This is an optimization exercise on Yosys and OpenROAD, whose aim is small area, a short achievable clock period and few clock cycles, not a production implementation.
Function was not checked in any run shown here: the RTL went through the layout flow alone.
No activity file was given, so power comes from the tool's default toggle rates.

$ cat design/flow/design.v
`timescale 1ns / 1ps
module task3(
    input [2:0] opcode,
    output reg done,
    output [23:0] out,
    input [7:0] in2,
    input [7:0] in1,
    input [7:0] in0,
    input clk,
    input rst
    );
    function [10:0] fx; input [3:0] v;
        case (v)
            4'd0: fx = 11'd0;
            4'd1: fx = 11'd13;
            4'd2: fx = 11'd36;
            4'd3: fx = 11'd69;
            4'd4: fx = 11'd112;
            4'd5: fx = 11'd165;
            4'd6: fx = 11'd228;
            4'd7: fx = 11'd301;
            4'd8: fx = 11'd384;
            4'd9: fx = 11'd477;
            4'd10: fx = 11'd580;
            4'd11: fx = 11'd693;
            4'd12: fx = 11'd816;
            4'd13: fx = 11'd949;
            4'd14: fx = 11'd1092;
            4'd15: fx = 11'd1245;
        endcase
    endfunction
    function [9:0] gy; input [3:0] v;
        case (v)
            4'd0: gy = 10'd0;
            4'd1: gy = 10'd1;
            4'd2: gy = 10'd10;
            4'd3: gy = 10'd27;
            4'd4: gy = 10'd52;
            4'd5: gy = 10'd85;
            4'd6: gy = 10'd126;
            4'd7: gy = 10'd175;
            4'd8: gy = 10'd232;
            4'd9: gy = 10'd297;
            4'd10: gy = 10'd370;
            4'd11: gy = 10'd451;
            4'd12: gy = 10'd540;
            4'd13: gy = 10'd637;
            4'd14: gy = 10'd742;
            4'd15: gy = 10'd855;
        endcase
    endfunction
    function [10:0] fz; input [3:0] v;
        case (v)
            4'd0: fz = 11'd13;
            4'd1: fz = 11'd17;
            4'd2: fz = 11'd33;
            4'd3: fz = 11'd61;
            4'd4: fz = 11'd101;
            4'd5: fz = 11'd153;
            4'd6: fz = 11'd217;
            4'd7: fz = 11'd293;
            4'd8: fz = 11'd381;
            4'd9: fz = 11'd481;
            4'd10: fz = 11'd593;
            4'd11: fz = 11'd717;
            4'd12: fz = 11'd853;
            4'd13: fz = 11'd1001;
            4'd14: fz = 11'd1161;
            4'd15: fz = 11'd1333;
        endcase
    endfunction
    reg k1, k2, k3;      
    reg [7:0] areg;      
    reg [23:0] oreg;     
    reg [12:0] creg;     
    reg e6, e5;          
    wire [12:0] pre_gi = oreg[12:0] & creg;
    wire [12:0] pre_pi = oreg[12:0] ^ creg;
    wire pre_g0_0 = pre_gi[0];
    wire pre_p0_0 = pre_pi[0];
    wire pre_g0_1 = pre_gi[1];
    wire pre_p0_1 = pre_pi[1];
    wire pre_g0_2 = pre_gi[2];
    wire pre_p0_2 = pre_pi[2];
    wire pre_g0_3 = pre_gi[3];
    wire pre_p0_3 = pre_pi[3];
    wire pre_g0_4 = pre_gi[4];
    wire pre_p0_4 = pre_pi[4];
    wire pre_g0_5 = pre_gi[5];
    wire pre_p0_5 = pre_pi[5];
    wire pre_g0_6 = pre_gi[6];
    wire pre_p0_6 = pre_pi[6];
    wire pre_g0_7 = pre_gi[7];
    wire pre_p0_7 = pre_pi[7];
    wire pre_g0_8 = pre_gi[8];
    wire pre_p0_8 = pre_pi[8];
    wire pre_g0_9 = pre_gi[9];
    wire pre_p0_9 = pre_pi[9];
    wire pre_g0_10 = pre_gi[10];
    wire pre_p0_10 = pre_pi[10];
    wire pre_g0_11 = pre_gi[11];
    wire pre_p0_11 = pre_pi[11];
    wire pre_g0_12 = pre_gi[12];
    wire pre_p0_12 = pre_pi[12];
    wire pre_g1_1 = pre_g0_1 | (pre_p0_1 & pre_g0_0);
    wire pre_p1_1 = pre_p0_1 & pre_p0_0;
    wire pre_g1_3 = pre_g0_3 | (pre_p0_3 & pre_g0_2);
    wire pre_p1_3 = pre_p0_3 & pre_p0_2;
    wire pre_g1_5 = pre_g0_5 | (pre_p0_5 & pre_g0_4);
    wire pre_p1_5 = pre_p0_5 & pre_p0_4;
    wire pre_g1_7 = pre_g0_7 | (pre_p0_7 & pre_g0_6);
    wire pre_p1_7 = pre_p0_7 & pre_p0_6;
    wire pre_g1_9 = pre_g0_9 | (pre_p0_9 & pre_g0_8);
    wire pre_p1_9 = pre_p0_9 & pre_p0_8;
    wire pre_g1_11 = pre_g0_11 | (pre_p0_11 & pre_g0_10);
    wire pre_p1_11 = pre_p0_11 & pre_p0_10;
    wire pre_g2_2 = pre_g0_2 | (pre_p0_2 & pre_g1_1);
    wire pre_p2_2 = pre_p0_2 & pre_p1_1;
    wire pre_g2_3 = pre_g1_3 | (pre_p1_3 & pre_g1_1);
    wire pre_p2_3 = pre_p1_3 & pre_p1_1;
    wire pre_g2_6 = pre_g0_6 | (pre_p0_6 & pre_g1_5);
    wire pre_p2_6 = pre_p0_6 & pre_p1_5;
    wire pre_g2_7 = pre_g1_7 | (pre_p1_7 & pre_g1_5);
    wire pre_p2_7 = pre_p1_7 & pre_p1_5;
    wire pre_g2_10 = pre_g0_10 | (pre_p0_10 & pre_g1_9);
    wire pre_p2_10 = pre_p0_10 & pre_p1_9;
    wire pre_g2_11 = pre_g1_11 | (pre_p1_11 & pre_g1_9);
    wire pre_p2_11 = pre_p1_11 & pre_p1_9;
    wire pre_g3_4 = pre_g0_4 | (pre_p0_4 & pre_g2_3);
    wire pre_p3_4 = pre_p0_4 & pre_p2_3;
    wire pre_g3_5 = pre_g1_5 | (pre_p1_5 & pre_g2_3);
    wire pre_p3_5 = pre_p1_5 & pre_p2_3;
    wire pre_g3_6 = pre_g2_6 | (pre_p2_6 & pre_g2_3);
    wire pre_p3_6 = pre_p2_6 & pre_p2_3;
    wire pre_g3_7 = pre_g2_7 | (pre_p2_7 & pre_g2_3);
    wire pre_p3_7 = pre_p2_7 & pre_p2_3;
    wire pre_g3_12 = pre_g0_12 | (pre_p0_12 & pre_g2_11);
    wire pre_p3_12 = pre_p0_12 & pre_p2_11;
    wire pre_g4_8 = pre_g0_8 | (pre_p0_8 & pre_g3_7);
    wire pre_p4_8 = pre_p0_8 & pre_p3_7;
    wire pre_g4_9 = pre_g1_9 | (pre_p1_9 & pre_g3_7);
    wire pre_p4_9 = pre_p1_9 & pre_p3_7;
    wire pre_g4_10 = pre_g2_10 | (pre_p2_10 & pre_g3_7);
    wire pre_p4_10 = pre_p2_10 & pre_p3_7;
    wire pre_g4_11 = pre_g2_11 | (pre_p2_11 & pre_g3_7);
    wire pre_p4_11 = pre_p2_11 & pre_p3_7;
    wire pre_g4_12 = pre_g3_12 | (pre_p3_12 & pre_g3_7);
    wire pre_p4_12 = pre_p3_12 & pre_p3_7;
    wire [12:0] pre = {(pre_pi[12] ^ pre_g4_11), (pre_pi[11] ^ pre_g4_10), (pre_pi[10] ^ pre_g4_9), (pre_pi[9] ^ pre_g4_8), (pre_pi[8] ^ pre_g3_7), (pre_pi[7] ^ pre_g3_6), (pre_pi[6] ^ pre_g3_5), (pre_pi[5] ^ pre_g3_4), (pre_pi[4] ^ pre_g2_3), (pre_pi[3] ^ pre_g2_2), (pre_pi[2] ^ pre_g1_1), (pre_pi[1] ^ pre_g0_0), (pre_pi[0])};
    assign out = {oreg[23:19] | {5{pre[12] & e5}}, oreg[18:13] | {6{pre[12] & e6}}, pre};
    wire [7:0] mx = oreg[7:0];
    wire [7:0] mz = oreg[15:8] & {8{k3}};
    wire m_1;
    wire m_2;
    wire m_3;
    wire m_4;
    wire m_5;
    wire m_6;
    wire m_7;
    wire m_8;
    wire m_9;
    wire m_10;
    wire m_11;
    wire m_12;
    wire m_13;
    wire m_14;
    wire m_15;
    wire m_16;
    wire m_17;
    wire m_18;
    wire m_19;
    wire m_20;
    wire m_21;
    wire m_22;
    wire m_23;
    wire m_24;
    wire m_25;
    wire m_26;
    wire m_27;
    wire m_28;
    wire m_29;
    wire m_30;
    wire m_31;
    wire m_32;
    wire m_33;
    wire m_34;
    wire m_35;
    wire m_36;
    wire m_37;
    wire m_38;
    wire m_39;
    wire m_40;
    wire m_41;
    wire m_42;
    wire m_43;
    wire m_44;
    wire m_45;
    wire m_46;
    wire m_47;
    wire m_48;
    wire m_49;
    wire m_50;
    wire m_51;
    wire m_52;
    wire m_53;
    wire m_54;
    wire m_55;
    wire m_56;
    wire m_57;
    wire m_58;
    wire m_59;
    wire m_60;
    wire m_61;
    wire m_62;
    wire m_63;
    wire m_64;
    wire m_65;
    wire m_66;
    wire m_67;
    wire m_68;
    wire m_69;
    wire m_70;
    wire m_71;
    wire m_72;
    wire m_73;
    wire m_74;
    wire m_75;
    wire m_76;
    wire m_77;
    wire m_78;
    wire m_79;
    wire m_80;
    wire m_81;
    wire m_82;
    wire m_83;
    wire m_84;
    wire m_85;
    wire m_86;
    wire m_87;
    wire m_88;
    wire m_89;
    wire m_90;
    wire m_91;
    wire m_92;
    wire m_93;
    wire m_94;
    wire m_95;
    wire m_96;
    wire m_97;
    wire m_98;
    assign {m_2, m_1} = (mx[0] & areg[5]) + (mx[1] & areg[4]);
    assign {m_4, m_3} = (mx[0] & areg[6]) + (mx[1] & areg[5]) + (mx[2] & areg[4]);
    assign {m_6, m_5} = (mx[3] & areg[3]) + (mx[4] & areg[2]);
    assign {m_8, m_7} = (mx[0] & areg[7]) + (mx[1] & areg[6]) + (mx[2] & areg[5]);
    assign {m_10, m_9} = (mx[3] & areg[4]) + (mx[4] & areg[3]) + (mx[5] & areg[2]);
    assign {m_12, m_11} = (mx[6] & areg[1]) + (mx[7] & areg[0]);
    assign {m_14, m_13} = (mx[1] & areg[7]) + (mx[2] & areg[6]) + (mx[3] & areg[5]);
    assign {m_16, m_15} = (mx[4] & areg[4]) + (mx[5] & areg[3]) + (mx[6] & areg[2]);
    assign {m_18, m_17} = (mx[2] & areg[7]) + (mx[3] & areg[6]) + (mx[4] & areg[5]);
    assign {m_20, m_19} = (mx[0] & areg[3]) + (mx[1] & areg[2]);
    assign {m_22, m_21} = (mx[0] & areg[4]) + (mx[1] & areg[3]) + (mx[2] & areg[2]);
    assign {m_24, m_23} = (mx[3] & areg[1]) + (mx[4] & areg[0]);
    assign {m_26, m_25} = (mx[2] & areg[3]) + (mx[3] & areg[2]) + (mx[4] & areg[1]);
    assign {m_28, m_27} = (mx[5] & areg[0]) + mz[5] + m_1;
    assign {m_30, m_29} = (mx[5] & areg[1]) + (mx[6] & areg[0]) + mz[6];
    assign {m_32, m_31} = m_2 + m_3 + m_5;
    assign {m_34, m_33} = mz[7] + m_4 + m_6;
    assign {m_36, m_35} = m_7 + m_9 + m_11;
    assign {m_38, m_37} = (mx[7] & areg[1]) + m_8 + m_10;
    assign {m_40, m_39} = m_12 + m_13 + m_15;
    assign {m_42, m_41} = (mx[5] & areg[4]) + (mx[6] & areg[3]) + (mx[7] & areg[2]);
    assign {m_44, m_43} = m_14 + m_16 + m_17;
    assign {m_46, m_45} = (mx[3] & areg[7]) + (mx[4] & areg[6]) + (mx[5] & areg[5]);
    assign {m_48, m_47} = (mx[6] & areg[4]) + (mx[7] & areg[3]) + m_18;
    assign {m_50, m_49} = (mx[4] & areg[7]) + (mx[5] & areg[6]) + (mx[6] & areg[5]);
    assign {m_52, m_51} = (mx[0] & areg[2]) + (mx[1] & areg[1]);
    assign {m_54, m_53} = (mx[2] & areg[1]) + (mx[3] & areg[0]) + mz[3];
    assign {m_56, m_55} = mz[4] + m_20 + m_21;
    assign {m_58, m_57} = m_22 + m_24 + m_25;
    assign {m_60, m_59} = m_26 + m_28 + m_29;
    assign {m_62, m_61} = m_30 + m_32 + m_33;
    assign {m_64, m_63} = m_34 + m_36 + m_37;
    assign {m_66, m_65} = m_38 + m_40 + m_41;
    assign {m_68, m_67} = m_42 + m_44 + m_45;
    assign {m_70, m_69} = (mx[7] & areg[4]) + m_46 + m_48;
    assign {m_72, m_71} = (mx[5] & areg[7]) + (mx[6] & areg[6]) + (mx[7] & areg[5]);
    assign {m_74, m_73} = (mx[0] & areg[1]) + (mx[1] & areg[0]);
    assign {m_76, m_75} = (mx[2] & areg[0]) + mz[2] + m_51;
    assign {m_78, m_77} = m_19 + m_52 + m_53;
    assign {m_80, m_79} = m_23 + m_54 + m_55;
    assign {m_82, m_81} = m_27 + m_56 + m_57;
    assign {m_84, m_83} = m_31 + m_58 + m_59;
    assign {m_86, m_85} = m_35 + m_60 + m_61;
    assign {m_88, m_87} = m_39 + m_62 + m_63;
    assign {m_90, m_89} = m_43 + m_64 + m_65;
    assign {m_92, m_91} = m_47 + m_66 + m_67;
    assign {m_94, m_93} = m_49 + m_68 + m_69;
    assign {m_96, m_95} = m_50 + m_70 + m_71;
    assign {m_98, m_97} = (mx[6] & areg[7]) + (mx[7] & areg[6]) + m_72;
    wire [15:0] pa = {1'b0, (mx[7] & areg[7]), m_96, m_94, m_92, m_90, m_88, m_86, m_84, m_82, m_80, m_78, m_76, m_74, mz[1], (mx[0] & areg[0])};
    wire [15:0] pb = {1'b0, m_98, m_97, m_95, m_93, m_91, m_89, m_87, m_85, m_83, m_81, m_79, m_77, m_75, m_73, mz[0]};
    wire [15:0] prod_gi = pa & pb;
    wire [15:0] prod_pi = pa ^ pb;
    wire prod_g0_0 = prod_gi[0];
    wire prod_p0_0 = prod_pi[0];
    wire prod_g0_1 = prod_gi[1];
    wire prod_p0_1 = prod_pi[1];
    wire prod_g0_2 = prod_gi[2];
    wire prod_p0_2 = prod_pi[2];
    wire prod_g0_3 = prod_gi[3];
    wire prod_p0_3 = prod_pi[3];
    wire prod_g0_4 = prod_gi[4];
    wire prod_p0_4 = prod_pi[4];
    wire prod_g0_5 = prod_gi[5];
    wire prod_p0_5 = prod_pi[5];
    wire prod_g0_6 = prod_gi[6];
    wire prod_p0_6 = prod_pi[6];
    wire prod_g0_7 = prod_gi[7];
    wire prod_p0_7 = prod_pi[7];
    wire prod_g0_8 = prod_gi[8];
    wire prod_p0_8 = prod_pi[8];
    wire prod_g0_9 = prod_gi[9];
    wire prod_p0_9 = prod_pi[9];
    wire prod_g0_10 = prod_gi[10];
    wire prod_p0_10 = prod_pi[10];
    wire prod_g0_11 = prod_gi[11];
    wire prod_p0_11 = prod_pi[11];
    wire prod_g0_12 = prod_gi[12];
    wire prod_p0_12 = prod_pi[12];
    wire prod_g0_13 = prod_gi[13];
    wire prod_p0_13 = prod_pi[13];
    wire prod_g0_14 = prod_gi[14];
    wire prod_p0_14 = prod_pi[14];
    wire prod_g0_15 = prod_gi[15];
    wire prod_p0_15 = prod_pi[15];
    wire prod_g1_1 = prod_g0_1 | (prod_p0_1 & prod_g0_0);
    wire prod_p1_1 = prod_p0_1 & prod_p0_0;
    wire prod_g1_3 = prod_g0_3 | (prod_p0_3 & prod_g0_2);
    wire prod_p1_3 = prod_p0_3 & prod_p0_2;
    wire prod_g1_5 = prod_g0_5 | (prod_p0_5 & prod_g0_4);
    wire prod_p1_5 = prod_p0_5 & prod_p0_4;
    wire prod_g1_7 = prod_g0_7 | (prod_p0_7 & prod_g0_6);
    wire prod_p1_7 = prod_p0_7 & prod_p0_6;
    wire prod_g1_9 = prod_g0_9 | (prod_p0_9 & prod_g0_8);
    wire prod_p1_9 = prod_p0_9 & prod_p0_8;
    wire prod_g1_11 = prod_g0_11 | (prod_p0_11 & prod_g0_10);
    wire prod_p1_11 = prod_p0_11 & prod_p0_10;
    wire prod_g1_13 = prod_g0_13 | (prod_p0_13 & prod_g0_12);
    wire prod_p1_13 = prod_p0_13 & prod_p0_12;
    wire prod_g1_15 = prod_g0_15 | (prod_p0_15 & prod_g0_14);
    wire prod_p1_15 = prod_p0_15 & prod_p0_14;
    wire prod_g2_2 = prod_g0_2 | (prod_p0_2 & prod_g1_1);
    wire prod_p2_2 = prod_p0_2 & prod_p1_1;
    wire prod_g2_3 = prod_g1_3 | (prod_p1_3 & prod_g1_1);
    wire prod_p2_3 = prod_p1_3 & prod_p1_1;
    wire prod_g2_6 = prod_g0_6 | (prod_p0_6 & prod_g1_5);
    wire prod_p2_6 = prod_p0_6 & prod_p1_5;
    wire prod_g2_7 = prod_g1_7 | (prod_p1_7 & prod_g1_5);
    wire prod_p2_7 = prod_p1_7 & prod_p1_5;
    wire prod_g2_10 = prod_g0_10 | (prod_p0_10 & prod_g1_9);
    wire prod_p2_10 = prod_p0_10 & prod_p1_9;
    wire prod_g2_11 = prod_g1_11 | (prod_p1_11 & prod_g1_9);
    wire prod_p2_11 = prod_p1_11 & prod_p1_9;
    wire prod_g2_14 = prod_g0_14 | (prod_p0_14 & prod_g1_13);
    wire prod_p2_14 = prod_p0_14 & prod_p1_13;
    wire prod_g2_15 = prod_g1_15 | (prod_p1_15 & prod_g1_13);
    wire prod_p2_15 = prod_p1_15 & prod_p1_13;
    wire prod_g3_4 = prod_g0_4 | (prod_p0_4 & prod_g2_3);
    wire prod_p3_4 = prod_p0_4 & prod_p2_3;
    wire prod_g3_5 = prod_g1_5 | (prod_p1_5 & prod_g2_3);
    wire prod_p3_5 = prod_p1_5 & prod_p2_3;
    wire prod_g3_6 = prod_g2_6 | (prod_p2_6 & prod_g2_3);
    wire prod_p3_6 = prod_p2_6 & prod_p2_3;
    wire prod_g3_7 = prod_g2_7 | (prod_p2_7 & prod_g2_3);
    wire prod_p3_7 = prod_p2_7 & prod_p2_3;
    wire prod_g3_12 = prod_g0_12 | (prod_p0_12 & prod_g2_11);
    wire prod_p3_12 = prod_p0_12 & prod_p2_11;
    wire prod_g3_13 = prod_g1_13 | (prod_p1_13 & prod_g2_11);
    wire prod_p3_13 = prod_p1_13 & prod_p2_11;
    wire prod_g3_14 = prod_g2_14 | (prod_p2_14 & prod_g2_11);
    wire prod_p3_14 = prod_p2_14 & prod_p2_11;
    wire prod_g3_15 = prod_g2_15 | (prod_p2_15 & prod_g2_11);
    wire prod_p3_15 = prod_p2_15 & prod_p2_11;
    wire prod_g4_8 = prod_g0_8 | (prod_p0_8 & prod_g3_7);
    wire prod_p4_8 = prod_p0_8 & prod_p3_7;
    wire prod_g4_9 = prod_g1_9 | (prod_p1_9 & prod_g3_7);
    wire prod_p4_9 = prod_p1_9 & prod_p3_7;
    wire prod_g4_10 = prod_g2_10 | (prod_p2_10 & prod_g3_7);
    wire prod_p4_10 = prod_p2_10 & prod_p3_7;
    wire prod_g4_11 = prod_g2_11 | (prod_p2_11 & prod_g3_7);
    wire prod_p4_11 = prod_p2_11 & prod_p3_7;
    wire prod_g4_12 = prod_g3_12 | (prod_p3_12 & prod_g3_7);
    wire prod_p4_12 = prod_p3_12 & prod_p3_7;
    wire prod_g4_13 = prod_g3_13 | (prod_p3_13 & prod_g3_7);
    wire prod_p4_13 = prod_p3_13 & prod_p3_7;
    wire prod_g4_14 = prod_g3_14 | (prod_p3_14 & prod_g3_7);
    wire prod_p4_14 = prod_p3_14 & prod_p3_7;
    wire prod_g4_15 = prod_g3_15 | (prod_p3_15 & prod_g3_7);
    wire prod_p4_15 = prod_p3_15 & prod_p3_7;
    wire [15:0] prod = {(prod_pi[15] ^ prod_g4_14), (prod_pi[14] ^ prod_g4_13), (prod_pi[13] ^ prod_g4_12), (prod_pi[12] ^ prod_g4_11), (prod_pi[11] ^ prod_g4_10), (prod_pi[10] ^ prod_g4_9), (prod_pi[9] ^ prod_g4_8), (prod_pi[8] ^ prod_g3_7), (prod_pi[7] ^ prod_g3_6), (prod_pi[6] ^ prod_g3_5), (prod_pi[5] ^ prod_g3_4), (prod_pi[4] ^ prod_g2_3), (prod_pi[3] ^ prod_g2_2), (prod_pi[2] ^ prod_g1_1), (prod_pi[1] ^ prod_g0_0), (prod_pi[0])};
    wire t7 = opcode[2] & opcode[0];         
    wire [12:0] s0 = t7 ? {2'b0, fx(in0[3:0])} : {5'd0, in0};
    wire [12:0] s1 = (t7 ? {3'b0, gy(in1[3:0])} : {5'd0, in1}) ^ {13{opcode[0]}};
    wire [12:0] s2 = opcode[2] ? (opcode[0] ? {2'b0, fz(in2[3:0])} : {5'd0, in2}) : 13'd0;
    wire [12:0] cs_s, cs_m;
    genvar gi;
    generate for (gi = 0; gi < 13; gi = gi + 1) begin : csa
        assign {cs_m[gi], cs_s[gi]} = s0[gi] + s1[gi] + s2[gi];
    end endgenerate
    wire [12:0] cs_c = {cs_m[11:0], opcode[0]};
    wire sc = (opcode[2] == opcode[1]);      
    reg [23:0] res;
    always @* begin
        if (sc)
            res = {11'd0, cs_s};
        else if (opcode == 3'd3)
            res = {17'd0, in0[7:1]};
        else                                 
            res = k1 ? {8'd0, prod} : k2 ? {prod[7:0], prod[15:8], oreg[15:8]}
                : k3 ? {prod, oreg[23:16]} : {16'd0, opcode[2] ? in0 : in1};
    end
    wire mul = (opcode == 3'd2) | (opcode == 3'd4) | (opcode == 3'd5);
    wire last = !mul | ((opcode == 3'd5) ? k3 : k1);
    always @(posedge clk) begin
        areg <= in0;
        if (!rst) begin
            done <= 1'b0;
            k1 <= 1'b0;
            k2 <= 1'b0;
            k3 <= 1'b0;
        end else if (!done) begin
            oreg <= res;
            creg <= sc ? cs_c : 13'd0;
            e6 <= sc;
            e5 <= sc & ~opcode[2];
            k1 <= !(k1 | k2 | k3);
            k2 <= k1;
            k3 <= k2;
            if (last)
                done <= 1'b1;
        end
    end
endmodule
$ cat design/flow/flow/run.sh
#!/bin/bash
set -euo pipefail
cd "$(dirname "$0")/.."
bash standard.sh finish \
  SETUP_SLACK_MARGIN=7.2 \
  "BUFFER_PORTS_ARGS=-buffer_cell sky130_fd_sc_hd__buf_1" \
  > run_standard.log 2>&1
$ cat design/flow/standard.sh
#!/bin/bash
# synth_recipe.tcl (not shown) runs the flow's synth.tcl, then flattens the netlist and writes it again
# the make line also repeats each setting of config.mk as NAME=value (left out here)
make -C /OpenROAD-flow-scripts/flow DESIGN_CONFIG=/design/flow/config.mk WORK_HOME=/design/flow/orfs CLKGATE_MAP_FILE= SYNTH_SCRIPT=/design/flow/synth_recipe.tcl "${@:-finish}"
$ cat design/flow/config.mk
export PLATFORM = sky130hd
export DESIGN_NAME = task3
export DESIGN_NICKNAME = task3
export VERILOG_FILES = /design/flow/design.v
export SDC_FILE = /design/flow/constraint.sdc
export NUM_CORES = 4
export LEC_CHECK = 0
export ABC_AREA = 1
export CAP_MARGIN = 20
export CORE_MARGIN = 2
export CORE_UTILIZATION = 70
export CTS_BUF_LIST = sky130_fd_sc_hd__clkbuf_4 sky130_fd_sc_hd__clkbuf_8
export SLEW_MARGIN = 20
$ cat design/flow/constraint.sdc
create_clock -name core_clock -period 12.0 [get_ports {clk}]
set_input_delay 2.4000 -clock core_clock [delete_from_list [all_inputs] [get_ports {clk}]]
set_output_delay 2.4000 -clock core_clock [all_outputs]
set_load 0.01 [all_outputs]
==> results of run 1 <==
[power by group]
group	switching [mW]	internal [mW]	total, mW	leakage [nW]
sequential	0.0244	0.213	0.237	0.471
clock	0.0601	0.0422	0.102	0.0447
combinational	0.481	0.270	0.751	2.90
total	0.565	0.525	1.09	3.42
[synthesized netlist by cell type, types with 2 or more instances]
| cell type | n |
|---|---|
| a21o_1 | 3 |
| inv_4 | 2 |
| ha_1 | 52 |
| clkbuf_1 | 24 |
| o22ai_1 | 4 |
| o221ai_1 | 2 |
| o21ai_0 | 32 |
| xor2_1 | 9 |
| inv_2 | 3 |
| a31oi_1 | 2 |
| edfxtp_1 | 38 |
| nor2_1 | 39 |
| dfxtp_1 | 12 |
| o21ai_1 | 3 |
| fa_1 | 61 |
| a211oi_1 | 3 |
| nand2_1 | 214 |
| a22oi_1 | 4 |
| buf_2 | 6 |
| nand3b_1 | 3 |
| o211ai_1 | 16 |
| a21oi_1 | 41 |
| nor2_2 | 4 |
| nand3_1 | 40 |
| xnor2_1 | 4 |
| inv_1 | 172 |
| buf_4 | 4 |
| nor3b_1 | 2 |
[cell type report]
cell class              instances  area share (%)
flip-flops and latches         50            20.7
repair buffers                 68            4.94
well taps                     108            2.01
multi-input cells             555            60.9
clock buffers                   5            1.03
inverters                     178            10.1
clock inverters                 3           0.373
[sequential cells by signal, summed over array words and instances (netlist names)]
signal and cells:
oreg 24, k2 1, e6 1, done 1
k3 1, e5 1, k1 1, creg 12
areg 8
[layer usage]
metal  part of all wire (%)  vias up  global-route usage, %
met2                     49      304                   61.7
met5                      0        -                      0
li1                       -     2627                      -
met4                    4.0        0                   14.6
met3                    8.8       62                   5.30
met1                     38     2644                   45.6
[per-stage QoR]
step | area, um^2 | setup WS (ns) | instances
after global routing | 6710 | 7.13 | 967
after CTS | 6530 | 7.19 | 957
after detailed placement | 6370 | 6.67 | 944
final | 6710 | 7.24 | 967
after global placement | 6370 | 6.89 | 944
after floorplan | 6200 | 7.50 | 819
[kinds of logic (layout without fill, tap and decap cells)]
family	count (synthesis)	count (layout)
buffers and inverters	214	254
flip-flops	50	50
XOR/XNOR	13	13
AND/OR/NAND/NOR	308	308
adder cells (fa/ha/maj)	113	113
AO/OA/AOI/OAI	121	121
[worst max-delay path by stage]
| stage | start | to | slack [ns] | cells after the start |
|---|---|---|---|---|
| final | oreg[0] | out[9] | 7.24 | 12 |
| after floorplan | rst | creg[0] | 7.50 | 2 |
| after CTS | oreg[0] | out[17] | 7.19 | 13 |
| after global placement | opcode[2] | oreg[21] | 6.89 | 9 |
| after detailed placement | opcode[2] | oreg[19] | 6.67 | 9 |
| after global routing | oreg[0] | oreg[9] | 7.13 | 18 |
[cell usage in the layout (no fill, tap or decap), types with 5 or more instances in the layout]
cell type  netlist  routed
nand2_1        214     208
inv_1          172     170
fa_1            61      59
ha_1            52      50
buf_1            1      45
a21oi_1         41      41
nor2_1          39      38
edfxtp_1        38      38
nand3_1         40      34
o21ai_0         32      32
o211ai_1        16      16
buf_4            4      14
xor2_1           9       8
dfxtp_1         12       8
nand2_2          0       6
clkbuf_2         0       6
inv_2            3       5
clkbuf_8         0       5
[what timing repair did]
item | CTS | global route
setup buffers | 5 | 10
endpoints found under the setup margin | 27 | 27
hold buffers | 0 | 0
pin swaps | 1 | 9
gates resized for setup | 6 | 36
[worst register-to-register path: stages, from the launching register on]
cell       delay [ns]
edfxtp_1         0.39
buf_4            0.18
nand2_1          0.09
fa_1             0.45
fa_1             0.47
fa_1             0.52
fa_1             0.54
inv_1            0.05
ha_1             0.32
nand2_1          0.09
nor2_1           0.09
nand2_1          0.07
nand2_2          0.13
inv_1            0.07
fa_1             0.41
xor2_2           0.25
a2bb2oi_1        0.26
nor2_1           0.07
==> summary.txt, run 1 <==
Global routing
  • All-Layer GR Usage: a little over a third
  • First-pass GRT wire length: 27.0 mm
  • Largest net degree at the start of global routing: 39
  • Vias in the first global route: 5595
  • Initial antenna violation count: 0
  • GRT overflow: 0

Detailed routing
  • Detailed Routing Iterations Pass 1: 5
  • DRC: 0
  • Vias: 5637
  • Routed WL: 17.1 mm
  • WL/cell: 17.7 um
  • DR iter-0 viols: 511
  • Final ANT Viol Nets: 0
  • Drt via density: 5.83

Logic synthesis
  • Multiplexer share of the synthesized area: 0%
  • Post-synth top flop: edfxtp_1
  • Cell count after synthesis: 819
  • Sequential share of the synthesized area: about 22%
  • Ys async rst share: 0%
  • Synth area leaders: fa_1 20%, edfxtp_1 18%, nand2_1 13%
  • Mean cell area of the mapped netlist: 7.57 um^2
  • Post-synthesis adder-cell area fraction: 30.2%
  • Synthesized area: 6200 um^2
  • Xor and xnor fraction of the mapped netlist area: roughly 1.8%
  • Largest family of logic cells by synthesized area: adder cells
  • Synth Area in Compound Gates: between 10% and 20%
  • Syn. warnings: 1
  • Area share of and/or/nand/nor cells after synthesis: 20.4%
  • Post-synth EDFFs: 38
  • Post-synth top area share: 19.7%
  • Yosys top cell by area: fa_1
  • Flops & latches, synth: 50
  • Yosys cell types: 48

CTS
  • CTS tree: done
  • CTS clk-pin slew, worst paths: 0.10 ns
  • TritonCTS Buffers: 5
  • CTS root buf: clkbuf_8
  • Max Root-Sink Buffers: 2
  • CTS H-tree lvls: 2
  • Worst-skew pair later-pin latency: 0.30 ns
  • # clock sinks: 50

Worst setup path
  • CP Data Required Time: around 9.6 ns
  • Startpoint types: flop
  • Crit path max fanout: 3
  • Crit-path slowest cell: edfxtp_1
  • Critical R2R Launch: oreg[0]
  • Max incr delay on CP: ~0.43 ns
  • Data arrival, critical path: 2.36 ns
  • CP bufs+invs: 4
  • Worst R2R End: oreg[17]
  • Critical path type: flop to output pin
  • CP endpoint kind: output pin
  • Top cell family by delay on the critical path: adder cells
  • FF-to-FF path depth: 17
  • R2r setup slk: 7.28 ns
  • CP cell instances: buf_6, ha_4, inv_2, fa_2, inv_2, nand3_2, nand2_2, nand2_2, nand3_4, fa_2, xor2_1, buf_2

Layout
  • Filler cell count: 660
  • Layout area overhead: 8.24%
  • NumNets Final: 1000
  • Sequential cell area: about 1400 um^2
  • Util after Layout: just under 80%
  • Layout cells sized above 1: about 8.3%
  • Multi-input gate area: a little over 4000 um^2
  • Number of diodes: 0

Floorplanning
  • Initial Util: 71.7%
  • Rows: 34
  • Chip Width: 98.1 um
  • Die area: 9620 um^2
  • Core ar.: 8640 um^2
  • IO Pins: 54
  • Die height: 98.1 um

Power and ir drop
  • Power Total: 1.09 mW
  • Pwr dens: 163 nW/um^2
  • Peak VDD IR: 0.0983 mV
  • Static Leak: 3.42 nW

Timing
  • Clk_skew: 0.00816 ns
  • Max-slew violations: 0
  • Final worst path period share: 39.7%
  • Setup-violating endpoint count in the final report: 0
  • Final setup TNS: 0 ns
  • Fmax: 210 MHz
  • Worst-margin pin slew: between 1 and 1.5 ns
  • Final Hold Violating Endpoints: 0
  • Shortest period the worst path allows: 4.76 ns
  • Max-Slew Margin vs Limit: 27.8%
  • Worst hold slack: 0.646 ns
  • RSZ-0062 raised after global routing: yes

Placement
  • Final Wtd Congestion: 1.02
  • PortBufs: between 50 and 60
  • Final HPWL from detailed placement: 13.5 mm

Min path
  • Hold path start: done
  • Hold Path Sink: k2
  • Hold depth: 2
  • HP Class: flop to flop

Outcome
  • Status: no timing/DRC/antenna violations

Run
  • MaxCap Viol Count: 0
==> run 2, diff against run 1 <==
--- a/design/flow/design.v
+++ b/design/flow/design.v
@@ -154,154 +154,161 @@
     wire m_2;
     wire m_3;
     wire m_4;
-    wire m_5;
     wire m_6;
     wire m_7;
     wire m_8;
     wire m_9;
-    wire m_10;
     wire m_11;
     wire m_12;
-    wire m_13;
     wire m_14;
     wire m_15;
     wire m_16;
     wire m_17;
-    wire m_18;
     wire m_19;
     wire m_20;
-    wire m_21;
     wire m_22;
     wire m_23;
-    wire m_24;
     wire m_25;
     wire m_26;
     wire m_27;
     wire m_28;
-    wire m_29;
     wire m_30;
     wire m_31;
     wire m_32;
     wire m_33;
-    wire m_34;
     wire m_35;
     wire m_36;
-    wire m_37;
     wire m_38;
     wire m_39;
-    wire m_40;
     wire m_41;
     wire m_42;
-    wire m_43;
     wire m_44;
     wire m_45;
-    wire m_46;
     wire m_47;
     wire m_48;
-    wire m_49;
     wire m_50;
     wire m_51;
-    wire m_52;
     wire m_53;
     wire m_54;
-    wire m_55;
     wire m_56;
     wire m_57;
-    wire m_58;
     wire m_59;
     wire m_60;
-    wire m_61;
     wire m_62;
     wire m_63;
-    wire m_64;
     wire m_65;
     wire m_66;
-    wire m_67;
     wire m_68;
     wire m_69;
-    wire m_70;
     wire m_71;
     wire m_72;
     wire m_73;
     wire m_74;
-    wire m_75;
     wire m_76;
     wire m_77;
-    wire m_78;
     wire m_79;
     wire m_80;
-    wire m_81;
     wire m_82;
     wire m_83;
-    wire m_84;
     wire m_85;
     wire m_86;
-    wire m_87;
     wire m_88;
     wire m_89;
-    wire m_90;
     wire m_91;
     wire m_92;
-    wire m_93;
     wire m_94;
     wire m_95;
-    wire m_96;
     wire m_97;
     wire m_98;
-    assign {m_2, m_1} = (mx[0] & areg[5]) + (mx[1] & areg[4]);
-    assign {m_4, m_3} = (mx[0] & areg[6]) + (mx[1] & areg[5]) + (mx[2] & areg[4]);
-    assign {m_6, m_5} = (mx[3] & areg[3]) + (mx[4] & areg[2]);
-    assign {m_8, m_7} = (mx[0] & areg[7]) + (mx[1] & areg[6]) + (mx[2] & areg[5]);
-    assign {m_10, m_9} = (mx[3] & areg[4]) + (mx[4] & areg[3]) + (mx[5] & areg[2]);
-    assign {m_12, m_11} = (mx[6] & areg[1]) + (mx[7] & areg[0]);
-    assign {m_14, m_13} = (mx[1] & areg[7]) + (mx[2] & areg[6]) + (mx[3] & areg[5]);
-    assign {m_16, m_15} = (mx[4] & areg[4]) + (mx[5] & areg[3]) + (mx[6] & areg[2]);
-    assign {m_18, m_17} = (mx[2] & areg[7]) + (mx[3] & areg[6]) + (mx[4] & areg[5]);
-    assign {m_20, m_19} = (mx[0] & areg[3]) + (mx[1] & areg[2]);
-    assign {m_22, m_21} = (mx[0] & areg[4]) + (mx[1] & areg[3]) + (mx[2] & areg[2]);
-    assign {m_24, m_23} = (mx[3] & areg[1]) + (mx[4] & areg[0]);
-    assign {m_26, m_25} = (mx[2] & areg[3]) + (mx[3] & areg[2]) + (mx[4] & areg[1]);
-    assign {m_28, m_27} = (mx[5] & areg[0]) + mz[5] + m_1;
-    assign {m_30, m_29} = (mx[5] & areg[1]) + (mx[6] & areg[0]) + mz[6];
-    assign {m_32, m_31} = m_2 + m_3 + m_5;
-    assign {m_34, m_33} = mz[7] + m_4 + m_6;
-    assign {m_36, m_35} = m_7 + m_9 + m_11;
-    assign {m_38, m_37} = (mx[7] & areg[1]) + m_8 + m_10;
-    assign {m_40, m_39} = m_12 + m_13 + m_15;
-    assign {m_42, m_41} = (mx[5] & areg[4]) + (mx[6] & areg[3]) + (mx[7] & areg[2]);
-    assign {m_44, m_43} = m_14 + m_16 + m_17;
-    assign {m_46, m_45} = (mx[3] & areg[7]) + (mx[4] & areg[6]) + (mx[5] & areg[5]);
-    assign {m_48, m_47} = (mx[6] & areg[4]) + (mx[7] & areg[3]) + m_18;
-    assign {m_50, m_49} = (mx[4] & areg[7]) + (mx[5] & areg[6]) + (mx[6] & areg[5]);
-    assign {m_52, m_51} = (mx[0] & areg[2]) + (mx[1] & areg[1]);
-    assign {m_54, m_53} = (mx[2] & areg[1]) + (mx[3] & areg[0]) + mz[3];
-    assign {m_56, m_55} = mz[4] + m_20 + m_21;
-    assign {m_58, m_57} = m_22 + m_24 + m_25;
-    assign {m_60, m_59} = m_26 + m_28 + m_29;
-    assign {m_62, m_61} = m_30 + m_32 + m_33;
-    assign {m_64, m_63} = m_34 + m_36 + m_37;
-    assign {m_66, m_65} = m_38 + m_40 + m_41;
-    assign {m_68, m_67} = m_42 + m_44 + m_45;
-    assign {m_70, m_69} = (mx[7] & areg[4]) + m_46 + m_48;
-    assign {m_72, m_71} = (mx[5] & areg[7]) + (mx[6] & areg[6]) + (mx[7] & areg[5]);
-    assign {m_74, m_73} = (mx[0] & areg[1]) + (mx[1] & areg[0]);
-    assign {m_76, m_75} = (mx[2] & areg[0]) + mz[2] + m_51;
-    assign {m_78, m_77} = m_19 + m_52 + m_53;
-    assign {m_80, m_79} = m_23 + m_54 + m_55;
-    assign {m_82, m_81} = m_27 + m_56 + m_57;
-    assign {m_84, m_83} = m_31 + m_58 + m_59;
-    assign {m_86, m_85} = m_35 + m_60 + m_61;
-    assign {m_88, m_87} = m_39 + m_62 + m_63;
-    assign {m_90, m_89} = m_43 + m_64 + m_65;
-    assign {m_92, m_91} = m_47 + m_66 + m_67;
-    assign {m_94, m_93} = m_49 + m_68 + m_69;
-    assign {m_96, m_95} = m_50 + m_70 + m_71;
-    assign {m_98, m_97} = (mx[6] & areg[7]) + (mx[7] & areg[6]) + m_72;
-    wire [15:0] pa = {1'b0, (mx[7] & areg[7]), m_96, m_94, m_92, m_90, m_88, m_86, m_84, m_82, m_80, m_78, m_76, m_74, mz[1], (mx[0] & areg[0])};
-    wire [15:0] pb = {1'b0, m_98, m_97, m_95, m_93, m_91, m_89, m_87, m_85, m_83, m_81, m_79, m_77, m_75, m_73, mz[0]};
+    wire m_100;
+    wire m_101;
+    wire m_103;
+    wire m_104;
+    wire m_105;
+    wire m_106;
+    wire m_108;
+    wire m_109;
+    wire m_111;
+    wire m_112;
+    wire m_114;
+    wire m_115;
+    wire m_117;
+    wire m_118;
+    wire m_120;
+    wire m_121;
+    wire m_123;
+    wire m_124;
+    wire m_126;
+    wire m_127;
+    wire m_129;
+    wire m_130;
+    wire m_132;
+    wire m_133;
+    wire m_135;
+    wire m_136;
+    wire m_138;
+    wire m_139;
+    assign m_1 = ~(~(mx[0] & areg[5]) ^ ~(mx[1] & areg[4]));
+    assign m_2 = ~(mx[0] & areg[5]) | ~(mx[1] & areg[4]);
+    fa_cell m_i5 (.a(~(mx[0] & areg[6])), .b(~(mx[1] & areg[5])), .c(~(mx[2] & areg[4])), .s(m_3), .co(m_4));
+    assign m_6 = ~(~(mx[3] & areg[3]) ^ ~(mx[4] & areg[2]));
+    assign m_7 = ~(mx[3] & areg[3]) | ~(mx[4] & areg[2]);
+    fa_cell m_i10 (.a(~(mx[0] & areg[7])), .b(~(mx[1] & areg[6])), .c(~(mx[2] & areg[5])), .s(m_8), .co(m_9));
+    fa_cell m_i13 (.a(~(mx[3] & areg[4])), .b(~(mx[4] & areg[3])), .c(~(mx[5] & areg[2])), .s(m_11), .co(m_12));
+    assign m_14 = ~(~(mx[6] & areg[1]) ^ ~(mx[7] & areg[0]));
+    assign m_15 = ~(mx[6] & areg[1]) | ~(mx[7] & areg[0]);
+    fa_cell m_i18 (.a(~(mx[1] & areg[7])), .b(~(mx[2] & areg[6])), .c(~(mx[3] & areg[5])), .s(m_16), .co(m_17));
+    fa_cell m_i21 (.a(~(mx[4] & areg[4])), .b(~(mx[5] & areg[3])), .c(~(mx[6] & areg[2])), .s(m_19), .co(m_20));
+    fa_cell m_i24 (.a(~(mx[2] & areg[7])), .b(~(mx[3] & areg[6])), .c(~(mx[4] & areg[5])), .s(m_22), .co(m_23));
+    assign m_25 = ~(~(mx[0] & areg[3]) ^ ~(mx[1] & areg[2]));
+    assign m_26 = ~(mx[0] & areg[3]) | ~(mx[1] & areg[2]);
+    fa_cell m_i29 (.a(~(mx[0] & areg[4])), .b(~(mx[1] & areg[3])), .c(~(mx[2] & areg[2])), .s(m_27), .co(m_28));
+    assign m_30 = ~(~(mx[3] & areg[1]) ^ ~(mx[4] & areg[0]));
+    assign m_31 = ~(mx[3] & areg[1]) | ~(mx[4] & areg[0]);
+    fa_cell m_i34 (.a(~(mx[2] & areg[3])), .b(~(mx[3] & areg[2])), .c(~(mx[4] & areg[1])), .s(m_32), .co(m_33));
+    fa_cell m_i37 (.a(~(mx[5] & areg[0])), .b(~mz[5]), .c(m_1), .s(m_35), .co(m_36));
+    fa_cell m_i40 (.a(~(mx[5] & areg[1])), .b(~(mx[6] & areg[0])), .c(~mz[6]), .s(m_38), .co(m_39));
+    fa_cell m_i43 (.a(m_2), .b(m_3), .c(m_6), .s(m_41), .co(m_42));
+    fa_cell m_i46 (.a(~mz[7]), .b(m_4), .c(m_7), .s(m_44), .co(m_45));
+    fa_cell m_i49 (.a(m_8), .b(m_11), .c(m_14), .s(m_47), .co(m_48));
+    fa_cell m_i52 (.a(~(mx[7] & areg[1])), .b(m_9), .c(m_12), .s(m_50), .co(m_51));
+    fa_cell m_i55 (.a(m_15), .b(m_16), .c(m_19), .s(m_53), .co(m_54));
+    fa_cell m_i58 (.a(~(mx[5] & areg[4])), .b(~(mx[6] & areg[3])), .c(~(mx[7] & areg[2])), .s(m_56), .co(m_57));
+    fa_cell m_i61 (.a(m_17), .b(m_20), .c(m_22), .s(m_59), .co(m_60));
+    fa_cell m_i64 (.a(~(mx[3] & areg[7])), .b(~(mx[4] & areg[6])), .c(~(mx[5] & areg[5])), .s(m_62), .co(m_63));
+    fa_cell m_i67 (.a(~(mx[6] & areg[4])), .b(~(mx[7] & areg[3])), .c(m_23), .s(m_65), .co(m_66));
+    fa_cell m_i70 (.a(~(mx[4] & areg[7])), .b(~(mx[5] & areg[6])), .c(~(mx[6] & areg[5])), .s(m_68), .co(m_69));
+    assign m_71 = ~(~(mx[0] & areg[2]) ^ ~(mx[1] & areg[1]));
+    assign m_72 = ~(mx[0] & areg[2]) | ~(mx[1] & areg[1]);
+    fa_cell m_i75 (.a(~(mx[2] & areg[1])), .b(~(mx[3] & areg[0])), .c(~mz[3]), .s(m_73), .co(m_74));
+    fa_cell m_i78 (.a(~mz[4]), .b(m_26), .c(m_27), .s(m_76), .co(m_77));
+    fa_cell m_i81 (.a(m_28), .b(m_31), .c(m_32), .s(m_79), .co(m_80));
+    fa_cell m_i84 (.a(m_33), .b(m_36), .c(m_38), .s(m_82), .co(m_83));
+    fa_cell m_i87 (.a(m_39), .b(m_42), .c(m_44), .s(m_85), .co(m_86));
+    fa_cell m_i90 (.a(m_45), .b(m_48), .c(m_50), .s(m_88), .co(m_89));
+    fa_cell m_i93 (.a(m_51), .b(m_54), .c(m_56), .s(m_91), .co(m_92));
+    fa_cell m_i96 (.a(m_57), .b(m_60), .c(m_62), .s(m_94), .co(m_95));
+    fa_cell m_i99 (.a(~(mx[7] & areg[4])), .b(m_63), .c(m_66), .s(m_97), .co(m_98));
+    fa_cell m_i102 (.a(~(mx[5] & areg[7])), .b(~(mx[6] & areg[6])), .c(~(mx[7] & areg[5])), .s(m_100), .co(m_101));
+    assign m_103 = ~(~(mx[0] & areg[1]) ^ ~(mx[1] & areg[0]));
+    assign m_104 = ~(mx[0] & areg[1]) | ~(mx[1] & areg[0]);
+    fa_cell m_i107 (.a(~(mx[2] & areg[0])), .b(~mz[2]), .c(m_71), .s(m_105), .co(m_106));
+    fa_cell m_i110 (.a(m_25), .b(m_72), .c(m_73), .s(m_108), .co(m_109));
+    fa_cell m_i113 (.a(m_30), .b(m_74), .c(m_76), .s(m_111), .co(m_112));
+    fa_cell m_i116 (.a(m_35), .b(m_77), .c(m_79), .s(m_114), .co(m_115));
+    fa_cell m_i119 (.a(m_41), .b(m_80), .c(m_82), .s(m_117), .co(m_118));
+    fa_cell m_i122 (.a(m_47), .b(m_83), .c(m_85), .s(m_120), .co(m_121));
+    fa_cell m_i125 (.a(m_53), .b(m_86), .c(m_88), .s(m_123), .co(m_124));
+    fa_cell m_i128 (.a(m_59), .b(m_89), .c(m_91), .s(m_126), .co(m_127));
+    fa_cell m_i131 (.a(m_65), .b(m_92), .c(m_94), .s(m_129), .co(m_130));
+    fa_cell m_i134 (.a(m_68), .b(m_95), .c(m_97), .s(m_132), .co(m_133));
+    fa_cell m_i137 (.a(m_69), .b(m_98), .c(m_100), .s(m_135), .co(m_136));
+    fa_cell m_i140 (.a(~(mx[6] & areg[7])), .b(~(mx[7] & areg[6])), .c(m_101), .s(m_138), .co(m_139));
+    wire [15:0] pa = {1'b1, ~(mx[7] & areg[7]), m_136, m_133, m_130, m_127, m_124, m_121, m_118, m_115, m_112, m_109, m_106, m_104, ~mz[1], ~(mx[0] & areg[0])};
+    wire [15:0] pb = {1'b1, m_139, m_138, m_135, m_132, m_129, m_126, m_123, m_120, m_117, m_114, m_111, m_108, m_105, m_103, ~mz[0]};
     wire [15:0] prod_gi = pa & pb;
     wire [15:0] prod_pi = pa ^ pb;
-    wire prod_g0_0 = prod_gi[0];
+    wire prod_g0_0 = prod_gi[0] | prod_pi[0];
     wire prod_p0_0 = prod_pi[0];
     wire prod_g0_1 = prod_gi[1];
     wire prod_p0_1 = prod_pi[1];
@@ -397,7 +404,7 @@
     wire prod_p4_14 = prod_p3_14 & prod_p3_7;
     wire prod_g4_15 = prod_g3_15 | (prod_p3_15 & prod_g3_7);
     wire prod_p4_15 = prod_p3_15 & prod_p3_7;
-    wire [15:0] prod = {(prod_pi[15] ^ prod_g4_14), (prod_pi[14] ^ prod_g4_13), (prod_pi[13] ^ prod_g4_12), (prod_pi[12] ^ prod_g4_11), (prod_pi[11] ^ prod_g4_10), (prod_pi[10] ^ prod_g4_9), (prod_pi[9] ^ prod_g4_8), (prod_pi[8] ^ prod_g3_7), (prod_pi[7] ^ prod_g3_6), (prod_pi[6] ^ prod_g3_5), (prod_pi[5] ^ prod_g3_4), (prod_pi[4] ^ prod_g2_3), (prod_pi[3] ^ prod_g2_2), (prod_pi[2] ^ prod_g1_1), (prod_pi[1] ^ prod_g0_0), (prod_pi[0])};
+    wire [15:0] prod = {(~(prod_pi[15] ^ prod_g4_14)), (~(prod_pi[14] ^ prod_g4_13)), (~(prod_pi[13] ^ prod_g4_12)), (~(prod_pi[12] ^ prod_g4_11)), (~(prod_pi[11] ^ prod_g4_10)), (~(prod_pi[10] ^ prod_g4_9)), (~(prod_pi[9] ^ prod_g4_8)), (~(prod_pi[8] ^ prod_g3_7)), (~(prod_pi[7] ^ prod_g3_6)), (~(prod_pi[6] ^ prod_g3_5)), (~(prod_pi[5] ^ prod_g3_4)), (~(prod_pi[4] ^ prod_g2_3)), (~(prod_pi[3] ^ prod_g2_2)), (~(prod_pi[2] ^ prod_g1_1)), (~(prod_pi[1] ^ prod_g0_0)), (prod_pi[0])};
     wire t7 = opcode[2] & opcode[0];         
     wire [12:0] s0 = t7 ? {2'b0, fx(in0[3:0])} : {5'd0, in0};
     wire [12:0] s1 = (t7 ? {3'b0, gy(in1[3:0])} : {5'd0, in1}) ^ {13{opcode[0]}};
@@ -405,7 +412,7 @@
     wire [12:0] cs_s, cs_m;
     genvar gi;
     generate for (gi = 0; gi < 13; gi = gi + 1) begin : csa
-        assign {cs_m[gi], cs_s[gi]} = s0[gi] + s1[gi] + s2[gi];
+        fa_cell f (.a(s0[gi]), .b(s1[gi]), .c(s2[gi]), .s(cs_s[gi]), .co(cs_m[gi]));
     end endgenerate
     wire [12:0] cs_c = {cs_m[11:0], opcode[0]};
     wire sc = (opcode[2] == opcode[1]);      
@@ -441,3 +448,9 @@
         end
     end
 endmodule
+module fa_cell(input a, input b, input c, output s, output co);
+    assign {co, s} = a + b + c;
+endmodule
+module ha_cell(input a, input b, output s, output co);
+    assign {co, s} = a + b;
+endmodule
--- a/design/flow/config.mk
+++ b/design/flow/config.mk
@@ -11,3 +11,4 @@
 export CORE_UTILIZATION = 70
 export CTS_BUF_LIST = sky130_fd_sc_hd__clkbuf_4 sky130_fd_sc_hd__clkbuf_8
 export SLEW_MARGIN = 20
+export SYNTH_HIERARCHICAL = 1
==> run 2 against run 1 <==
Net effect: critical endpoint is now out[21]; via count decreased by 0.90%; area after synthesis is essentially flat; power increased by 22%; synthesized cell count fell by 5.7%; sequential power up 5%; die area hardly changed; combinational power grew 28%; worst hold slack lost 0.041 ns; clock-buffer cell count did not move; sequential cell count up 1; largest power group unchanged; clock skew grew 0.0039 ns; critical path depth unchanged; largest cell class unchanged.
==> summary.txt, run 2 <==
Detailed routing
  • Detailed Routing Iterations Pass 1: 10 (+5)
  • DR iter-0 viols: 626 (+23%)
  • DRC: 0 (unchanged)
  • Drt via density: 6.07 (+4.0%)
  • Met2 WL post-DR: 8.22 mm (-2.8%)
  • Met1 wire length: 6.88 mm (+6.5%)
  • Vias: 5586 (-0.90%)
  • Routed WL: 17.4 mm (+1.7%)
  • Top sig layer: met4
  • Final ANT Viol Nets: 0 (unchanged)
  • WL/cell: 18.9 um (+6.8%)
  • Met3 WL post-DR: 1.76 mm (+18%)

Worst setup path
  • Crit-path slowest cell: edfxtp_1
  • Crit path max fanout: 5 (+2)
  • Top cell family by delay on the critical path: simple AND/OR/NAND/NOR gates
  • Critical path type: flop to output pin
  • CP bufs+invs: 1 (-3)
  • Most frequent CP cell: nand2_2
  • Data arrival, critical path: 2.34 ns (-0.02 ns)
  • R2r setup slk: 7.41 ns (+0.13 ns)
  • Critical R2R Launch: oreg[0]
  • Worst R2R End: oreg[9]
  • CP Data Required Time: 9.60 ns (about the same)
  • FF-to-FF path depth: 15 (-2)
  • Setup crit start: oreg[0]
  • Startpoint types: flop
  • CP cell instances: ha_2, fa_2, nand3_2, nand2_2, nand4_1, nand2_2, nand2_2, nand2_2, nand2_4, nand3_4, nand2_1, buf_1
  • Max incr delay on CP: 0.44 ns (about the same)
  • CP endpoint kind: output pin

Logic synthesis
  • Synth area leaders: fa_1 20%, edfxtp_1 19%, nand2_1 13%
  • Synthesized area: 6200 um^2 (about the same)
  • Mean cell area of the mapped netlist: 8.03 um^2 (+6.1%)
  • Yosys cell types: 51 (+6.3%)
  • Post-synth top flop: edfxtp_1
  • Sequential share of the synthesized area: 22.8% (+0.48 points)
  • Synth cell count leaders: 215 x nand2_1, 104 x inv_1, 63 x fa_1
  • Count leader, synth: nand2_1
  • Cell count after synthesis: 772 (-5.7%)
  • Syn. warnings: 7 (+6)
  • Ys async rst share: 0% (unchanged)
  • Post-synth top area share: 20.3% (+0.64 points)
  • Yosys top cell by area: fa_1
  • Flops & latches, synth: 51 (+2.0%)
  • Post-synth EDFFs: 39 (+2.6%)

CTS
  • CTS tree: done
  • Worst-skew pair later-pin latency: 0.31 ns (about the same)
  • CTS H-tree lvls: 2 (unchanged)
  • TritonCTS Buffers: 5 (unchanged)
  • Max Root-Sink Buffers: 2 (unchanged)
  • CTS clk-pin slew, worst paths: 0.09 ns (about the same)
  • # clock sinks: 51 (+2.0%)
  • CTS root buf: clkbuf_8
  • Hold_buf cts: 0 (unchanged)

Floorplanning
  • Rows: 34 (unchanged)
  • Die height: 98.1 um (about the same)
  • Core ar.: 8640 um^2 (unchanged)
  • IO Pins: 54 (unchanged)
  • Die area: 9620 um^2 (about the same)
  • Initial Util: 71.8% (about the same)
  • Chip Width: 98.1 um (about the same)

Timing
  • Final worst path period share: 39.5% (-0.18 points)
  • Final Hold Violating Endpoints: 0 (unchanged)
  • Final setup TNS: 0 ns (unchanged)
  • Clk_skew: 0.0121 ns (+0.00393 ns)
  • Post-route setup slack: 7.26 ns (+0.0218 ns)
  • Worst-margin pin slew: 0.661 ns (-0.418 ns)
  • Setup-violating endpoint count in the final report: 0 (unchanged)
  • Worst hold slack: 0.605 ns (-0.0409 ns)
  • Fmax: 211 MHz (+0.46%)
  • Shortest period the worst path allows: 4.74 ns (-0.0218 ns)
  • Max-slew violations: 0 (unchanged)
  • Max-Slew Margin vs Limit: 55.9% (+28 points)
  • RSZ-0062 raised after global routing: no

Min path
  • Hold Path Sink: k2
  • Hold depth: 2 (unchanged)
  • Hold path start: done
  • HP Class: flop to flop

Global routing
  • Initial antenna violation count: 0 (unchanged)
  • First-pass GRT wire length: 27.7 mm (+2.4%)
  • All-Layer GR Usage: 36.7% (+0.87 points)
  • Largest net degree at the start of global routing: 40 (+2.6%)
  • GRT overflow: 0 (unchanged)
  • Vias in the first global route: 5361 (-4.2%)

Placement
  • Final Wtd Congestion: 0.981 (-3.6%)
  • Dpl ws: 7.15 ns (+0.487 ns)
  • PortBufs: 53 (unchanged)
  • Final HPWL from detailed placement: 13.6 mm (+0.43%)

Layout
  • Number of diodes: 0 (unchanged)
  • Max reg flops: 24 (unchanged)
  • NumNets Final: 958 (-4.2%)
  • Layout cells sized above 1: 9.47% (+1.2 points)
  • Regs by FF count: oreg (24), creg (13), areg (8)
  • Most common cell after layout, fill and taps aside: nand2_1
  • Largest Register: oreg
  • Util after Layout: 77.6% (-0.10 points)
  • Most frequent cells in the layout: 212 x nand2_1, 104 x inv_1, 61 x fa_1
  • Layout area overhead: 8.05%

Power and ir drop
  • Peak VDD IR: 0.154 mV (+57%)
  • Static Leak: 3.06 nW (-10%)
  • Pwr dens: 199 nW/um^2 (+22%)
  • Power Total: 1.33 mW (+22%)

Outcome
  • Status: no timing/DRC/antenna violations

Run
  • MaxCap Viol Count: 0 (unchanged)
run 2: changes by cell type in the layout (fill, tap and decap cells not counted), sizes merged, moves of 4 or more:
cell | previous run | this run
o21ai | 36 | 32
inv | 178 | 109
a21oi | 42 | 47
o211ai | 16 | 12
a31oi | 2 | 8
conb | 0 | 4
nand2 | 214 | 223
nand3 | 40 | 30
run 2: final cells by class:
type / count / area (um^2)
clock inverter: 3 / 42.5
multi-input combinational: 576 / 4280
timing repair buffer: 69 / 343
inverter: 109 / 412
tap: 108 / 135
sequential: 51 / 1420
clock buffer: 5 / 68.8
fill: 632 / 1940
run 2: how the worst max path moves through the flow:
stage	slack [ns]	cells after the start	to
after global routing	7.10	10	out[16]
after global placement	7.22	7	oreg[8]
after CTS	7.21	12	out[20]
after floorplan	7.46	2	creg[0]
final	7.26	12	out[21]
after detailed placement	7.15	12	oreg[7]
run 2: where the power goes:
group | switching, mW | internal [mW]
Clock | 0.0589 | 0.0623
Sequential | 0.0291 | 0.221
Combinational | 0.614 | 0.347
run 2: routing by layer:
metal,up-vias,track usage (%)
met3,48,5.94
li1,2554,-
met2,353,57.5
met4,0,11.5
met1,2631,53.1
met5,-,0
run 2: repair_timing:
action / CTS / global route
pin swaps: 1 / 3
buffers inserted: 9 / 4
resized for setup: 5 / 20
setup endpoints to repair: 17 / 16
run 2: per-stage QoR:
step / area [um^2] / cells
2_1_floorplan: 6210 / 775
3_3_place_gp: 6390 / 899
3_5_place_dp: 6390 / 899
4_1_cts: 6590 / 916
5_1_grt: 6700 / 921
6_report: 6700 / 921
run 2: logic make-up after synthesis:
logic type | Yosys count | synth area share [%]
other | 1 | 0.0605
DFF | 51 | 22.8
AOI/OAI and AO/OA | 128 | 12.6
buffers and inverters | 148 | 9.53
adders and majority gates | 117 | 31.2
and+or+nand+nor | 312 | 21.6
xor gates and xnor gates | 15 | 2.12
run 2: worst min-delay path: cells and delay by family, from the launching register on:
family,cells,cell delay (ns)
AO/OA/AOI/OAI,1,0.07
flip-flops,1,0.39
buffers and inverters,1,0.11
run 2: Yosys stat by module, one instance, submodules excluded:
module | times used | cells inside
task3 | 1 | 717
fa_cell | 55 | 1

## separate check: timing with driven ports
The flow's constraints put no driver on any port. The routed layouts listed below were extracted and timed again, unchanged, in two steps.
Step 1 sets driving cells, clkbuf_16 on the clock port and buf_2 on the other inputs (assumed; they add their load-dependent delay and slew).
Step 2 times the ports against the registers' clock, not the clock port: input delays grow and output delays shrink by t, the midpoint of the rising clock arrivals with the driver on.
Three values: ideal, step 1, step 2; two values: the first two.
run	t (ns)	slack for setup (ns)	worst setup path at the end	worst register clock-pin slew, ns
run 1	0.331	7.235 / 7.202 / 7.144	input to register	0.10 / 0.10
run 2	0.331	7.257 / 7.227 / 7.068	input to register	0.10 / 0.10
After both steps setup and hold are still met in every run listed. For run 2, which loses most, drivers alone change the setup slack by -0.030 ns; drivers and shift together by -0.189 ns.
